From an optimization exercise on the open Yosys and OpenROAD flow, aimed at small area; shortcuts taken in it are not production practice. At most, simulation tests tie the RTL to the original design; equivalence was not proved. No activity file was given, so power comes from the tool's default toggle rates. No driver is modelled on the clock port, so clocking that relies on it looks cheaper here than on a real chip.

Setup of wip/ember:
// selen_l1_cache
module selen_l1_cache
(
	input                           clk,
	input                           rst_n,
	input                           l1i_req_val,
	input   [32-1:0]  l1i_req_addr,
	output                          l1i_req_ack,
	output  [32-1:0]  l1i_ack_data,
	input                           l1d_req_val,
	input   [32-1:0]  l1d_req_addr,
	input   [3-1:0]   l1d_req_cop,
	input   [32-1:0]  l1d_req_wdata,
	input   [3-1:0]  l1d_req_size,
	output                          l1d_req_ack,
	output  [32-1:0]  l1d_ack_data,
	input   [32-1:0]  wb_dat_i,
	output  [32-1:0]  wb_dat_o,
	input                           wb_ack_i,
	output  [32-1:0]  wb_adr_o,
	output                          wb_cyc_o,
	input                           wb_stall_i,
	output  [(32 / 8)-1:0]    wb_sel_o,
	output                          wb_stb_o,
	output                          wb_we_o
);
Settings: LEC_CHECK=0, CAP_MARGIN=20, CORE_MARGIN=2, CORE_UTILIZATION=70, PLACE_DENSITY=0.75, SLEW_MARGIN=20; clock period 12.0 ns.
standard.sh (not shown) runs the stock make flow with config.mk's settings and CLKGATE_MAP_FILE= SYNTH_SCRIPT=/design/flow/synth_recipe.tcl, a recipe that flattens the netlist after the stock synthesis.
==> flow/flow/run.sh <==
#!/bin/bash
# Own layout flow: the standard flow (standard.sh) with these changes:
#  - synthesis maps the logic with an area-oriented ABC script (flow/abc_area.script)
#    in place of ORFS's delay-oriented one; everything else in the synthesis, and so
#    every register, its name and its cell, is the standard synthesis's
#  - the port buffers are sky130_fd_sc_hd__buf_1
#  - clock tree: sink clusters of up to 28 flip-flops within 100 um, clkbuf_8 above the leaves, no dummy loads
# Each tool's output is in orfs/logs/ (one log per step) and in flow.log here.
set -euo pipefail
W=$(pwd)
F=$W/flow

# The standard flow's synthesis script, with yosys' abc command given our script
{
	echo "proc abc {args} { set i [lsearch -exact \$args -script]; if {\$i >= 0} { lset args [expr {\$i + 1}] $F/abc_area.script }; yosys abc {*}\$args }"
	cat "$W/synth_recipe.tcl"
} > "$W/own_synth.tcl"
sed -e "s#SYNTH_SCRIPT=[^ ]*synth_recipe.tcl#SYNTH_SCRIPT=$W/own_synth.tcl#" "$W/standard.sh" > "$W/own_standard.sh"
grep -q "SYNTH_SCRIPT=$W/own_synth.tcl" "$W/own_standard.sh"

bash "$W/own_standard.sh" \
	"BUFFER_PORTS_ARGS=-buffer_cell sky130_fd_sc_hd__buf_1" \
	"CTS_ARGS=-sink_clustering_enable -repair_clock_nets -sink_clustering_size 28 -sink_clustering_max_diameter 100 -tree_buf sky130_fd_sc_hd__clkbuf_8 -dont_use_dummy_load" \
	finish > "$W/flow.log" 2>&1
==> flow/flow/abc_area.script <==
strash
&get -n
&fraig -x
&put
scorr
dc2
dretime
strash
&get -n
&dch -f
&nf -R 1000
&put
No stage failed in wip/ember, and the final checks on the layout all came back clean.
diff inputs: wip/ember => wip/willow
-- flow/design.v --
<<< wip/ember, line 265
	reg  [3:0]  del_buf_word_be_r;
	reg         del_buf_hit_r;
	reg  [3:0]  del_buf_way_vect_r;
	reg         del_buf_dm_wr_r;
	wire        del_buf_need_dm_wr;
>>> wip/willow, line 265
	reg  [3:0]  del_buf_word_be_r;
	reg         del_buf_hit_r;
	reg         del_buf_dm_wr_r;
	wire        del_buf_need_dm_wr;
<<< wip/ember, line 303
	reg  [31:0] dm_r [0:63];
	wire        dbw_we;
	wire [3:0]  dbw_way;
	wire [31:0] dm_wdata;
	wire [3:0]  wr_way;
	wire        wr_idx;
	wire [2:0]  wr_word_idx;
	wire [3:0]  wr_be;
	wire        nc_sel;
	wire [3:0]  rd_way;
>>> wip/willow, line 302
	reg  [31:0] dm_r [0:63];
	wire        dbw_we;
	wire [31:0] dm_wdata;
	wire [3:0]  wr_way;
	wire        wr_en;
	wire [2:0]  wr_word_idx;
	wire        nc_sel;
	wire [3:0]  rd_way;
<<< wip/ember, line 345
	end
	always @(posedge clk) if(s0_req_val & s0_req_wr) del_buf_data_r <= core_req_wdata;
	always @(posedge clk or negedge rst_n) begin
		if(~rst_n) del_buf_way_vect_r <= 4'b0;
		else if(del_buf_need_dm_wr) del_buf_way_vect_r <= lru_way_vect;
	end
	always @(posedge clk or negedge rst_n) begin
		if(~rst_n) del_buf_dm_wr_r <= 1'b0;
>>> wip/willow, line 342
	end
	always @(posedge clk) if(s0_req_val & s0_req_wr) del_buf_data_r <= core_req_wdata;
	always @(posedge clk or negedge rst_n) begin
		if(~rst_n) del_buf_dm_wr_r <= 1'b0;
<<< wip/ember, line 396
	assign req_rd_ack = ~s1_req_we_r & (lru_hit | del_buf_hit_r);
	assign req_we_ack = s1_req_val_r & s1_req_we_r & ~stall;
	assign dbw_we  = ~(s0_req_val & s0_req_rd) & ~fill_ack &
	                 ((del_buf_val_r & del_buf_need_dm_wr) | del_buf_dm_wr_r);
	assign dbw_way = (del_buf_val_r & del_buf_need_dm_wr) ? lru_way_vect : del_buf_way_vect_r;
	assign dm_wdata    = beat_we ? beat_data : del_buf_data_r;
	assign wr_way      = beat_we ? lru_way_vect_r : dbw_way;
	assign wr_idx      = beat_we ? s1_req_idx_r : del_buf_idx;
	assign wr_word_idx = beat_we ? beat_idx : del_buf_word;
	assign wr_be       = {4{beat_we}} | ({4{dbw_we}} & del_buf_word_be_r);
	genvar w, k, b;
	generate
		for(w = 0; w < 4; w = w + 1) begin : g_way
>>> wip/willow, line 389
	assign req_rd_ack = ~s1_req_we_r & (lru_hit | del_buf_hit_r);
	assign req_we_ack = s1_req_val_r & s1_req_we_r & ~stall;
	assign dbw_we      = del_buf_need_dm_wr;
	assign wr_way      = beat_we ? lru_way_vect_r : lru_way_vect;
	assign wr_word_idx = beat_we ? beat_idx : s1_req_word_r;
	assign wr_en       = beat_we | dbw_we;
	genvar mb;
	generate
		for(mb = 0; mb < 4; mb = mb + 1) begin : g_merge
			assign dm_wdata[mb*8+:8] = beat_we ? beat_data[mb*8+:8] :
			                           del_buf_word_be_r[mb] ? del_buf_data_r[mb*8+:8] : dm_word[mb*8+:8];
		end
	endgenerate
	genvar w, k;
	generate
		for(w = 0; w < 4; w = w + 1) begin : g_way
<<< wip/ember, line 420
		end
		for(k = 0; k < 64; k = k + 1) begin : g_dm
			wire wr_word = wr_way[(k/8)%4] & (wr_idx == k/32) & (wr_word_idx == k%8);
			for(b = 0; b < 4; b = b + 1) begin : g_byte
				always @(posedge clk)
					if(wr_word & wr_be[b])
						dm_r[k][b*8+:8] <= dm_wdata[b*8+:8];
			end
		end
	endgenerate
>>> wip/willow, line 416
		end
		for(k = 0; k < 64; k = k + 1) begin : g_dm
			always @(posedge clk)
				if(wr_en & wr_way[(k/8)%4] & (s1_req_idx_r == k/32) & (wr_word_idx == k%8))
					dm_r[k] <= dm_wdata;
		end
	endgenerate
Notes after the runs:
Summary of wip/willow over wip/ember: area of the placeable core shows a reduction of 0.82%, sequential power picked up an extra about 4%, share of cell area taken by multi-input logic gates now sits lower, flip-flop and latch count held steady. wip/willow -> wip/ember: cell depth of the worst min-delay path delta 0, exact match. Floorplan die height: wip/willow vs wip/ember — no meaningful difference. wip/ember has a higher sequential share of layout area than wip/willow. Wire length was lower in the run labelled wip/ember. Summary of wip/willow over wip/ember: maximum fanout along the worst path saw a decrease; critical path depth saw a decrease; utilization saw an increase; post-route standard cell area excluding fillers saw little to no change.
Function not checked in wip/willow: the RTL went through the layout flow alone.

## before
selen_l1_cache, a different RTL version from the one above (not shown whole).
Size: about 8800 cells after synthesis, about 4900 flip-flops, ~280 I/O pins, ~180000 um^2 of cells after synthesis.
==> flow/config.mk <==
export PLATFORM = sky130hd
export DESIGN_NAME = selen_l1_cache
export DESIGN_NICKNAME = selen_l1_cache
export VERILOG_FILES = /design/flow/design.v
export SDC_FILE = /design/flow/constraint.sdc
export NUM_CORES = 8
export LEC_CHECK = 0
export CAP_MARGIN = 20
export CORE_MARGIN = 2
export CORE_UTILIZATION = 70
export PLACE_DENSITY = 0.75
export SLEW_MARGIN = 20
==> flow/constraint.sdc <==
create_clock -name core_clock -period 12.0 [get_ports {clk}]
set_input_delay 2.4000 -clock core_clock [delete_from_list [all_inputs] [get_ports {clk}]]
set_output_delay 2.4000 -clock core_clock [all_outputs]
set_load 0.01 [all_outputs]
Scripts as last shown in full above: flow/flow/run.sh, flow/flow/abc_area.script
#### Input delta (after over before)
-- flow/design.v --
<<< before, line 277
	reg  [3:0]  del_buf_word_be_r;
	reg         del_buf_hit_r;
	reg         del_buf_dm_wr_r;
	wire        del_buf_need_dm_wr;
>>> after, line 277
	reg  [3:0]  del_buf_word_be_r;
	reg         del_buf_hit_r;
	reg  [3:0]  del_buf_way_vect_r;
	reg         del_buf_dm_wr_r;
	wire        del_buf_need_dm_wr;
<<< before, line 314
	reg  [31:0] dm_r [0:63];
	wire        dbw_we;
	wire [31:0] dm_wdata;
	wire [3:0]  wr_way;
	wire        wr_en;
	wire [2:0]  wr_word_idx;
	wire        nc_sel;
	wire [3:0]  rd_way;
>>> after, line 315
	reg  [31:0] dm_r [0:63];
	wire        dbw_we;
	wire [3:0]  dbw_way;
	wire [31:0] dm_wdata;
	wire [3:0]  wr_way;
	wire        wr_idx;
	wire [2:0]  wr_word_idx;
	wire [3:0]  wr_be;
	wire        nc_sel;
	wire [3:0]  rd_way;
<<< before, line 354
	end
	always @(posedge clk) if(s0_req_val & s0_req_wr) del_buf_data_r <= core_req_wdata;
	always @(posedge clk or negedge rst_n) begin
		if(~rst_n) del_buf_dm_wr_r <= 1'b0;
>>> after, line 357
	end
	always @(posedge clk) if(s0_req_val & s0_req_wr) del_buf_data_r <= core_req_wdata;
	always @(posedge clk or negedge rst_n) begin
		if(~rst_n) del_buf_way_vect_r <= 4'b0;
		else if(del_buf_need_dm_wr) del_buf_way_vect_r <= lru_way_vect;
	end
	always @(posedge clk or negedge rst_n) begin
		if(~rst_n) del_buf_dm_wr_r <= 1'b0;
<<< before, line 401
	assign req_rd_ack = ~s1_req_we_r & (lru_hit | del_buf_hit_r);
	assign req_we_ack = s1_req_val_r & s1_req_we_r & ~stall;
	assign dbw_we      = del_buf_need_dm_wr;
	assign wr_way      = beat_we ? lru_way_vect_r : lru_way_vect;
	assign wr_word_idx = beat_we ? beat_idx : s1_req_word_r;
	assign wr_en       = beat_we | dbw_we;
	genvar mb;
	generate
		for(mb = 0; mb < 4; mb = mb + 1) begin : g_merge
			assign dm_wdata[mb*8+:8] = beat_we ? beat_data[mb*8+:8] :
			                           del_buf_word_be_r[mb] ? del_buf_data_r[mb*8+:8] : dm_word[mb*8+:8];
		end
	endgenerate
	genvar w, k;
	generate
		for(w = 0; w < 4; w = w + 1) begin : g_way
>>> after, line 408
	assign req_rd_ack = ~s1_req_we_r & (lru_hit | del_buf_hit_r);
	assign req_we_ack = s1_req_val_r & s1_req_we_r & ~stall;
	assign dbw_we  = ~(s0_req_val & s0_req_rd) & ~fill_ack &
	                 ((del_buf_val_r & del_buf_need_dm_wr) | del_buf_dm_wr_r);
	assign dbw_way = (del_buf_val_r & del_buf_need_dm_wr) ? lru_way_vect : del_buf_way_vect_r;
	assign dm_wdata    = beat_we ? beat_data : del_buf_data_r;
	assign wr_way      = beat_we ? lru_way_vect_r : dbw_way;
	assign wr_idx      = beat_we ? s1_req_idx_r : del_buf_idx;
	assign wr_word_idx = beat_we ? beat_idx : del_buf_word;
	assign wr_be       = {4{beat_we}} | ({4{dbw_we}} & del_buf_word_be_r);
	genvar w, k, b;
	generate
		for(w = 0; w < 4; w = w + 1) begin : g_way
<<< before, line 428
		end
		for(k = 0; k < 64; k = k + 1) begin : g_dm
			always @(posedge clk)
				if(wr_en & wr_way[(k/8)%4] & (s1_req_idx_r == k/32) & (wr_word_idx == k%8))
					dm_r[k] <= dm_wdata;
		end
	endgenerate
>>> after, line 432
		end
		for(k = 0; k < 64; k = k + 1) begin : g_dm
			wire wr_word = wr_way[(k/8)%4] & (wr_idx == k/32) & (wr_word_idx == k%8);
			for(b = 0; b < 4; b = b + 1) begin : g_byte
				always @(posedge clk)
					if(wr_word & wr_be[b])
						dm_r[k][b*8+:8] <= dm_wdata[b*8+:8];
			end
		end
	endgenerate
Results
- Proportion of cell area spent on the clock network: before vs after — no meaningful difference
- Going from before to after, the delay of the slowest cell on the worst path was found to have gone down by 0.14 ns.
- There was hardly any difference in via count of the first global-routing pass between before and after.
- Comparing met3 routing resource usage after global routing for after and before, the bigger number came from before.
- Delta (after minus before): sum of internal, switching and leakage power went down, area of all placed cells without fillers did not really move, area growth from synthesis to layout went down, area of the mapped netlist went up, utilization after layout went down.
- In the reports for after and before, the larger critical path depth belongs to before.
- before vs after, cell at the slowest stage of the critical path: sky130_fd_sc_hd__nor2_4 vs sky130_fd_sc_hd__nor4_1
- Compared with before, after shows number of signal-net inverters in the final layout that has gone down by more than a quarter.
- Compared to before, the router laid down less metal wire for after.
- Going from before to after, non-filler instance count after layout grew slightly.
No functional check of the RTL was part of any run of this note.

-- re-timing with driven ports --
Ports are ideal in the flow. The routed layouts listed here were re-timed in OpenROAD.
Step 1: set_driving_cell puts a clkbuf_16 on clk and a buf_2 on each other input, an assumption about the parent block.
Step 2 times the ports against the registers' clock, not the clock port: input delays grow and output delays shrink by t, the midpoint of the rising clock arrivals with the driver on.
Slacks: ideal / step 1 / step 2; pairs: ideal / step 1.
run | t, ns | slack for setup (ns) | hold slack, ns
wip/ember | 1.026 | 1.331 / 1.231 / 2.256 | 0.360 / 0.360 / 0.360
wip/willow | 1.029 | 1.888 / 1.786 / 2.815 | 0.353 / 0.353 / 0.353
before | 1.012 | 1.672 / 1.565 / 2.578 | 0.363 / 0.363 / 0.363
after | 1.008 | 1.818 / 1.716 / 2.724 | 0.363 / 0.363 / 0.363
After both steps every run listed still meets setup and hold.
